What follows belongs to an exercise in optimizing a design on an open flow for small area and a short achievable clock period; a production flow would make more cautious choices.
RTL that was checked went through simulation tests only; none was proved equivalent to the original.
No activity file was given, so power comes from the tool's default toggle rates.

==> module arm16_core, before the edit <==
module arm16_core(
    input clk,
    input rst,
    output [15:0] mem_addr,
    input [15:0] mem_rdata,
    input [3:0] dbg_sel,
    output [15:0] dbg,
    output exec
    );
reg ex;
reg [15:0] ir;
reg [15:0] r0, r1, r2, r3, r4, r5, r6, r7;
reg [7:0] asel;             
reg [7:0] bsel;             
reg bk_lo, bk_mid, bk_hi;   
reg inv, cin, ar, la;       
assign exec = ex;
assign mem_addr = r7;
wire [15:0] m = mem_rdata;
wire m_b = m[15:13] == 3'b110;
wire m_alui = m[15:14] == 2'b10;
wire m_a7 = m_b | (m[15:11] == 5'b11100 & m[7:4] == 4'b1111);
wire [2:0] m_asel = m_a7 ? 3'd7 : m[10:8];
wire m_breg = m[15:13] == 3'b111 & m[12:11] != 2'b00;
wire m_bk8 = m[15:14] != 2'b11;
wire m_bk4 = m[15:11] == 5'b11100;
wire [2:0] m_op = m_alui ? m[13:11] : m_b ? 3'd4 : m[6:4];
wire m_anone = m_op == 3'd0 | m_op == 3'd2;   
wire fetch_next = rst | ex;   
always @(posedge clk) begin
  ex <= ~rst & ~ex;
  if (fetch_next) begin
    asel <= 8'h80;            
    bsel <= 8'h00;
    bk_lo <= 1'b0;
    bk_mid <= 1'b0;
    bk_hi <= 1'b0;
    inv <= 1'b0;
    cin <= 1'b0;
    ar <= 1'b1;
    la <= 1'b0;
  end else begin
    asel <= m_anone ? 8'h00 : 8'h01 << m_asel;
    bsel <= m_breg ? 8'h01 << m[2:0] : 8'h00;
    bk_lo <= m_bk8 | m_b | m_bk4;
    bk_mid <= m_bk8 | m_b;
    bk_hi <= m_b;
    inv <= m_op == 3'd2 | m_op == 3'd6 | m_op == 3'd7;
    cin <= m_op == 3'd6;
    ar <= m_op[2];
    la <= m_op == 3'd1;
  end
end
wire [15:0] a;
regmux8 amux_(a, asel, r0, r1, r2, r3, r4, r5, r6, r7);
wire [15:0] b;
bmux bmux_(b, bsel, r0, r1, r2, r3, r4, r5, r6, r7,
  {{8{bk_hi}}, {4{bk_mid}}, {4{bk_lo}}}, {{8{ir[8]}}, ir[7:0]}, ex);
wire [15:0] y;
ALU alu_(y, a, b, inv, cin, ar, la);
wire [15:0] wd = rst ? 16'h0 : y;
wire [2:0] dst = ir[15:14] == 2'b10 ? ir[10:8] : 3'd7;
wire we = ex & ~rst;
always @(posedge clk) begin
  if (rst | ~ex) ir <= rst ? 16'h0 : mem_rdata;
  if (rst | we & dst == 3'd0) r0 <= wd;
  if (rst | we & dst == 3'd1) r1 <= wd;
  if (rst | we & dst == 3'd2) r2 <= wd;
  if (rst | we & dst == 3'd3) r3 <= wd;
  if (rst | we & dst == 3'd4) r4 <= wd;
  if (rst | we & dst == 3'd5) r5 <= wd;
  if (rst | we & dst == 3'd6) r6 <= wd;
  if (rst | ~ex | we & dst == 3'd7) r7 <= wd;
end
dbgmux dbg_(dbg, dbg_sel, r0, r1, r2, r3, r4, r5, r6, r7, ir);
endmodule
export LEC_CHECK = 0
export CAP_MARGIN = 20
export CORE_MARGIN = 2
export CORE_UTILIZATION = 55
export CTS_BUF_LIST = sky130_fd_sc_hd__clkbuf_8
export SETUP_SLACK_MARGIN = 3.9
export SLEW_MARGIN = 20
export SYNTH_HIERARCHICAL = 1
create_clock -name core_clock -period 8.5 [get_ports {clk}]
standard.sh (not shown) runs the stock make flow with config.mk's settings and CLKGATE_MAP_FILE= SYNTH_SCRIPT=/design/flow/synth_recipe.tcl, a recipe that flattens the netlist after the stock synthesis.
==> flow/flow/run.sh <==
#!/bin/bash
# Own layout flow: the standard flow (standard synthesis, ORFS steps), with
#  - port buffers of the smallest buffer cell (every port still gets one),
#  - CTS without dummy clock loads.
# Each ORFS step writes its own log under orfs/logs/; make's output goes to make_finish.log.
set -euo pipefail
cd "$(dirname "$0")/.."
export BUFFER_PORTS_ARGS="-buffer_cell sky130_fd_sc_hd__buf_1"
export CTS_ARGS="-sink_clustering_enable -repair_clock_nets -buf_list sky130_fd_sc_hd__clkbuf_8 -dont_use_dummy_load"
bash standard.sh finish > make_finish.log 2>&1
Edit:
--- a/flow/design.v
+++ b/flow/design.v
@@ -55,6 +55,21 @@
 endmodule
 module c_a21o(output y, input a1, a2, b1);
 assign y = a1 & a2 | b1;
+endmodule
+module c_a22o(output y, input a1, a2, b1, b2);
+assign y = a1 & a2 | b1 & b2;
+endmodule
+module regnext(
+    output [15:0] d,
+    input ld,
+    input hd,
+    input [15:0] n,
+    input [15:0] q
+    );
+genvar i;
+generate for (i = 0; i < 16; i = i + 1) begin : sl
+  c_a22o u(d[i], ld, n[i], hd, q[i]);
+end endgenerate
 endmodule
 module aomux8(
     output y,
@@ -185,19 +200,32 @@
   {{8{bk_hi}}, {4{bk_mid}}, {4{bk_lo}}}, {{8{ir[8]}}, ir[7:0]}, ex);
 wire [15:0] y;
 ALU alu_(y, a, b, inv, cin, ar, la);
-wire [15:0] wd = rst ? 16'h0 : y;
 wire [2:0] dst = ir[15:14] == 2'b10 ? ir[10:8] : 3'd7;
-wire we = ex & ~rst;
+wire [7:0] wsel = 8'h01 << dst;
+wire [7:0] ld = {8{~rst}} & ({8{ex}} & wsel | {~ex, 7'd0});
+wire [7:0] hd = {8{~rst}} & ~({8{ex}} & wsel | {~ex, 7'd0});
+wire ld_ir = ~rst & ~ex;
+wire hd_ir = ~rst & ex;
+wire [15:0] d0, d1, d2, d3, d4, d5, d6, d7, d_ir;
+regnext n0_(d0, ld[0], hd[0], y, r0);
+regnext n1_(d1, ld[1], hd[1], y, r1);
+regnext n2_(d2, ld[2], hd[2], y, r2);
+regnext n3_(d3, ld[3], hd[3], y, r3);
+regnext n4_(d4, ld[4], hd[4], y, r4);
+regnext n5_(d5, ld[5], hd[5], y, r5);
+regnext n6_(d6, ld[6], hd[6], y, r6);
+regnext n7_(d7, ld[7], hd[7], y, r7);
+regnext nir_(d_ir, ld_ir, hd_ir, mem_rdata, ir);
 always @(posedge clk) begin
-  if (rst | ~ex) ir <= rst ? 16'h0 : mem_rdata;
-  if (rst | we & dst == 3'd0) r0 <= wd;
-  if (rst | we & dst == 3'd1) r1 <= wd;
-  if (rst | we & dst == 3'd2) r2 <= wd;
-  if (rst | we & dst == 3'd3) r3 <= wd;
-  if (rst | we & dst == 3'd4) r4 <= wd;
-  if (rst | we & dst == 3'd5) r5 <= wd;
-  if (rst | we & dst == 3'd6) r6 <= wd;
-  if (rst | ~ex | we & dst == 3'd7) r7 <= wd;
+  ir <= d_ir;
+  r0 <= d0;
+  r1 <= d1;
+  r2 <= d2;
+  r3 <= d3;
+  r4 <= d4;
+  r5 <= d5;
+  r6 <= d6;
+  r7 <= d7;
 end
 dbgmux dbg_(dbg, dbg_sel, r0, r1, r2, r3, r4, r5, r6, r7, ir);
 endmodule
Wire length rises by 14%.
Worst hold slack degrades by 0.41 ns.
Total power shrinks by 23%.
Worst setup slack loses 0.055 ns.
First-iteration DRC count rises by 17%.
Final cell count increases by 14%.
Cell area falls by 1.8%.
Via count grows by 20%.
Sequential share of layout area is lower by 14 points.
Global-route usage went up by 4.7 points.
Die area came out lower by 3.4%.
Non-clock buffer count is higher by 12.
Synthesized area shrinks by 3.5%.
Core utilization is higher by 1.5 points.
For the first run of this note, only the layout was checked, not whether the RTL still works.

---

arm16_core, a different RTL version from the one above (not shown whole).
Size in the first run: about 810 cells after synthesis, ~55 I/O pins, ~8100 µm² of cells after synthesis.
==> module dbgmux, before the edit <==
module dbgmux(
    output [15:0] q,
    input [3:0] s,
    input [15:0] r0, r1, r2, r3, r4, r5, r6, r7, ir
    );
wire [3:0] sn;
c_inv i0_(sn[0], s[0]);
c_inv i1_(sn[1], s[1]);
c_inv i2_(sn[2], s[2]);
c_inv i3_(sn[3], s[3]);
wire [3:0] lo_n;   
wire [2:0] hi_n;   
c_nand2 l0_(lo_n[0], sn[1], sn[0]);
c_nand2 l1_(lo_n[1], sn[1], s[0]);
c_nand2 l2_(lo_n[2], s[1], sn[0]);
c_nand2 l3_(lo_n[3], s[1], s[0]);
c_nand2 h0_(hi_n[0], sn[3], sn[2]);
c_nand2 h1_(hi_n[1], sn[3], s[2]);
c_nand2 h2_(hi_n[2], s[3], sn[2]);
wire [8:0] hl, hh;   
genvar j;
generate for (j = 0; j < 9; j = j + 1) begin : dec
  c_nor2 ul(hl[j], lo_n[j % 4], hi_n[j / 4]);
  c_nor2 uh(hh[j], lo_n[j % 4], hi_n[j / 4]);
end endgenerate
wire [15:0] t;
genvar i;
generate for (i = 0; i < 16; i = i + 1) begin : sl
  wire [8:0] h = i < 8 ? hl : hh;
  aomux8 u0(t[i], h[7:0], {r7[i], r6[i], r5[i], r4[i], r3[i], r2[i], r1[i], r0[i]});
  c_a21o u1(q[i], h[8], ir[i], t[i]);
end endgenerate
endmodule
clock: 8.5 ns
lec_check: 0
cap_margin: 20
core_margin: 2
core_utilization: 55
cts_buf_list: sky130_fd_sc_hd__clkbuf_8
setup_slack_margin: 4.2
slew_margin: 20
synth_hierarchical: 1
Scripts as last shown in full above: flow/flow/run.sh
Rerun with:
--- a/flow/design.v
+++ b/flow/design.v
@@ -117,8 +117,14 @@
 assign y = ~(a & b);
 endmodule
 module c_nor2(output y, input a, b);
 assign y = ~(a | b);
+endmodule
+module c_aoi22n(output y, input a1, a2, b1, b2, c1, c2, d1, d2);
+assign y = ~(~(a1 & a2 | b1 & b2) & ~(c1 & c2 | d1 & d2));
+endmodule
+module c_a211o(output y, input a1, a2, b1, c1);
+assign y = a1 & a2 | b1 | c1;
 endmodule
 module dbgmux(
     output [15:0] q,
     input [3:0] s,
@@ -147,10 +153,12 @@
 wire [15:0] t;
 genvar i;
 generate for (i = 0; i < 16; i = i + 1) begin : sl
   wire [8:0] h = i < 8 ? hl : hh;
-  aomux8 u0(t[i], h[7:0], {r7[i], r6[i], r5[i], r4[i], r3[i], r2[i], r1[i], r0[i]});
-  c_a21o u1(q[i], h[8], ir[i], t[i]);
+  wire u, v;
+  c_aoi22n u0(u, h[0], r0[i], h[1], r1[i], h[2], r2[i], h[3], r3[i]);
+  c_aoi22n u1(v, h[4], r4[i], h[5], r5[i], h[6], r6[i], h[7], r7[i]);
+  c_a211o u2(q[i], h[8], ir[i], u, v);
 end endgenerate
 endmodule
 module arm16_core(
     input clk,
What happened:
- cell area rose by 0.84%
- maximum frequency rose by 0.64%
- sequential cell count is unchanged
- clock skew rose by 0.013 ns
- worst setup slack gets better by 0.030 ns
- routed wire length rose by 0.92%
- synthesized area is about the same
- non-clock buffer count fell by 2
- worst hold slack gets better by 0.041 ns
- die area is about the same
- power rose by 0.31%
- via count stays flat
The RTL of the first run of this note was laid out without a check of its function.

---

## run A
Another version of the RTL of arm16_core (not shown whole).
Size: roughly 670 cells after synthesis.
==> module regmux8, before the edit <==
module regmux8(
    output [15:0] q,
    input [7:0] sel,
    input [15:0] r0, r1, r2, r3, r4, r5, r6, r7
    );
wire [15:0] t0, t1, t2;
genvar i;
generate for (i = 0; i < 16; i = i + 1) begin : sl
  c_aoi222 u0(t0[i], sel[0], r0[i], sel[1], r1[i], sel[2], r2[i]);
  c_aoi222 u1(t1[i], sel[3], r3[i], sel[4], r4[i], sel[5], r5[i]);
  c_aoi22 u2(t2[i], sel[6], r6[i], sel[7], r7[i]);
  c_nand3 u3(q[i], t0[i], t1[i], t2[i]);
end endgenerate
endmodule
==> module dbgmux, before the edit <==
module dbgmux(
    output [15:0] q,
    input [3:0] s,
    input [15:0] r0, r1, r2, r3, r4, r5, r6, r7, ir
    );
wire [8:0] hl, hh;
dbgdec decl_(hl, s);
dbgdec dech_(hh, s);
dbgsel sell_(q[7:0], hl, r0[7:0], r1[7:0], r2[7:0], r3[7:0], r4[7:0], r5[7:0], r6[7:0], r7[7:0], ir[7:0]);
dbgsel selh_(q[15:8], hh, r0[15:8], r1[15:8], r2[15:8], r3[15:8], r4[15:8], r5[15:8], r6[15:8], r7[15:8], ir[15:8]);
endmodule
==> module dbgsel, before the edit <==
module dbgsel(
    output [7:0] q,
    input [8:0] h,
    input [7:0] r0, r1, r2, r3, r4, r5, r6, r7, ir
    );
assign q =
  {8{h[0]}} & r0 | {8{h[1]}} & r1 | {8{h[2]}} & r2 | {8{h[3]}} & r3 |
  {8{h[4]}} & r4 | {8{h[5]}} & r5 | {8{h[6]}} & r6 | {8{h[7]}} & r7 |
  {8{h[8]}} & ir;
endmodule
==> flow/config.mk <==
export PLATFORM = sky130hd
export DESIGN_NAME = arm16_core
export DESIGN_NICKNAME = arm16_core
export VERILOG_FILES = /design/flow/design.v
export SDC_FILE = /design/flow/constraint.sdc
export NUM_CORES = 4
export LEC_CHECK = 0
export CAP_MARGIN = 20
export CORE_MARGIN = 2
export CORE_UTILIZATION = 55
export CTS_BUF_LIST = sky130_fd_sc_hd__clkbuf_8
export SETUP_SLACK_MARGIN = 4.2
export SLEW_MARGIN = 20
export SYNTH_HIERARCHICAL = 1
==> flow/constraint.sdc <==
create_clock -name core_clock -period 8.5 [get_ports {clk}]
set_input_delay 1.7000 -clock core_clock [delete_from_list [all_inputs] [get_ports {clk}]]
set_output_delay 1.7000 -clock core_clock [all_outputs]
set_load 0.01 [all_outputs]
Scripts as last shown in full above: flow/flow/run.sh
> inputs changed (run A -> run B)
diff --git a/flow/design.v b/flow/design.v
--- a/flow/design.v
+++ b/flow/design.v
@@ -50,24 +50,31 @@
 module c_nand3(output y, input a, b, c);
 assign y = ~(a & b & c);
 endmodule
 module c_nand4(output y, input a, b, c, d);
 assign y = ~(a & b & c & d);
 endmodule
+module c_a21o(output y, input a1, a2, b1);
+assign y = a1 & a2 | b1;
+endmodule
+module aomux8(
+    output y,
+    input [7:0] s,
+    input [7:0] r
+    );
+assign y = ~(~(s[0] & r[0] | s[1] & r[1]) & ~(s[2] & r[2] | s[3] & r[3]) &
+             ~(s[4] & r[4] | s[5] & r[5]) & ~(s[6] & r[6] | s[7] & r[7]));
+endmodule
 module regmux8(
     output [15:0] q,
     input [7:0] sel,
     input [15:0] r0, r1, r2, r3, r4, r5, r6, r7
     );
-wire [15:0] t0, t1, t2;
 genvar i;
 generate for (i = 0; i < 16; i = i + 1) begin : sl
-  c_aoi222 u0(t0[i], sel[0], r0[i], sel[1], r1[i], sel[2], r2[i]);
-  c_aoi222 u1(t1[i], sel[3], r3[i], sel[4], r4[i], sel[5], r5[i]);
-  c_aoi22 u2(t2[i], sel[6], r6[i], sel[7], r7[i]);
-  c_nand3 u3(q[i], t0[i], t1[i], t2[i]);
+  aomux8 u(q[i], sel, {r7[i], r6[i], r5[i], r4[i], r3[i], r2[i], r1[i], r0[i]});
 end endgenerate
 endmodule
 module bmux(
     output [15:0] q,
     input [7:0] sel,
     input [15:0] r0, r1, r2, r3, r4, r5, r6, r7,
@@ -90,17 +97,24 @@
 endmodule
 module dbgmux(
     output [15:0] q,
     input [3:0] s,
     input [15:0] r0, r1, r2, r3, r4, r5, r6, r7, ir
     );
-wire [8:0] hl, hh;
-dbgdec decl_(hl, s);
-dbgdec dech_(hh, s);
-dbgsel sell_(q[7:0], hl, r0[7:0], r1[7:0], r2[7:0], r3[7:0], r4[7:0], r5[7:0], r6[7:0], r7[7:0], ir[7:0]);
-dbgsel selh_(q[15:8], hh, r0[15:8], r1[15:8], r2[15:8], r3[15:8], r4[15:8], r5[15:8], r6[15:8], r7[15:8], ir[15:8]);
+wire [8:0] h0, h1, h2, h3;
+dbgdec dec0_(h0, s);
+dbgdec dec1_(h1, s);
+dbgdec dec2_(h2, s);
+dbgdec dec3_(h3, s);
+wire [15:0] t;
+genvar i;
+generate for (i = 0; i < 16; i = i + 1) begin : sl
+  wire [8:0] h = i < 4 ? h0 : i < 8 ? h1 : i < 12 ? h2 : h3;
+  aomux8 u0(t[i], h[7:0], {r7[i], r6[i], r5[i], r4[i], r3[i], r2[i], r1[i], r0[i]});
+  c_a21o u1(q[i], h[8], ir[i], t[i]);
+end endgenerate
 endmodule
 module dbgdec(
     output [8:0] h,
     input [3:0] s
     );
 assign h[0] = s == 4'd0;
@@ -109,22 +123,12 @@
 assign h[3] = s == 4'd3;
 assign h[4] = s == 4'd4;
 assign h[5] = s == 4'd5;
 assign h[6] = s == 4'd6;
 assign h[7] = s == 4'd7;
 assign h[8] = s == 4'd8;
-endmodule
-module dbgsel(
-    output [7:0] q,
-    input [8:0] h,
-    input [7:0] r0, r1, r2, r3, r4, r5, r6, r7, ir
-    );
-assign q =
-  {8{h[0]}} & r0 | {8{h[1]}} & r1 | {8{h[2]}} & r2 | {8{h[3]}} & r3 |
-  {8{h[4]}} & r4 | {8{h[5]}} & r5 | {8{h[6]}} & r6 | {8{h[7]}} & r7 |
-  {8{h[8]}} & ir;
 endmodule
 module arm16_core(
     input clk,
     input rst,
     output [15:0] mem_addr,
     input [15:0] mem_rdata,
--- outcome ---
Diff run A..run B | number of clock buffers in the layout | unchanged. Global-route track usage on met3 is higher on run B. Run B vs run A, power share of the sequential group went down by 1.1 points. Run B — met1 routing resource usage after global routing 4.4 points higher, run A as reference. Worst setup slack down 0.12 ns in run B wrt run A. Comparing run A and run B, the lower clock share of power is on run B. On run B: routed wire length is 3900 um higher than what run A gave. Row overall power of the completed layout: run B higher / run A lower. On clock-pin transition on the worst setup and hold timing paths, run A and run B are neck and neck. Synthesized area per cell in run B is about 3.7% below run A. Area of the mapped netlist delta (run A -> run B): insignificant. Against run A, final cell count in run B rose by a few percent. Run B vs run A — non-clock buffer count dropped 3. Summary: with run A as the reference, detailed-placement wirelength estimate in run B moved up by a little under 10%.
The RTL of run B was laid out without a check of its function.

==> what the ideal ports hide <==
No port has a modelled driver above. Below, the same layouts with a new extraction and two added sets of constraints. Step 1 sets driving cells, clkbuf_16 on the clock port and buf_2 on the other inputs (assumed; they add their load-dependent delay and slew). Step 2, shift: input delay + t, output delay - t, t = (earliest + latest rising clock arrival at the registers) / 2. This alone moves slack from input paths to output paths. Slacks: ideal / step 1 / step 2; pairs: ideal / step 1.
run	shift t [ns]	setup slack, ns	worst register clock-pin slew, ns
the first run of note 1	0.489	3.892 / 3.813 / 3.813	0.10 / 0.10
the second run of note 1	0.499	3.837 / 3.786 / 3.786	0.09 / 0.09
the first run of note 2	0.506	3.837 / 3.768 / 3.768	0.10 / 0.10
the second run of note 2	0.498	3.866 / 3.816 / 3.816	0.10 / 0.10
run A	0.496	3.940 / 3.704 / 3.704	0.10 / 0.10
run B	0.506	3.815 / 3.747 / 3.747	0.10 / 0.10
After both steps setup and hold are still met in every run listed. For run A, which loses most, drivers alone change the setup slack by -0.236 ns; drivers and shift together by -0.236 ns.
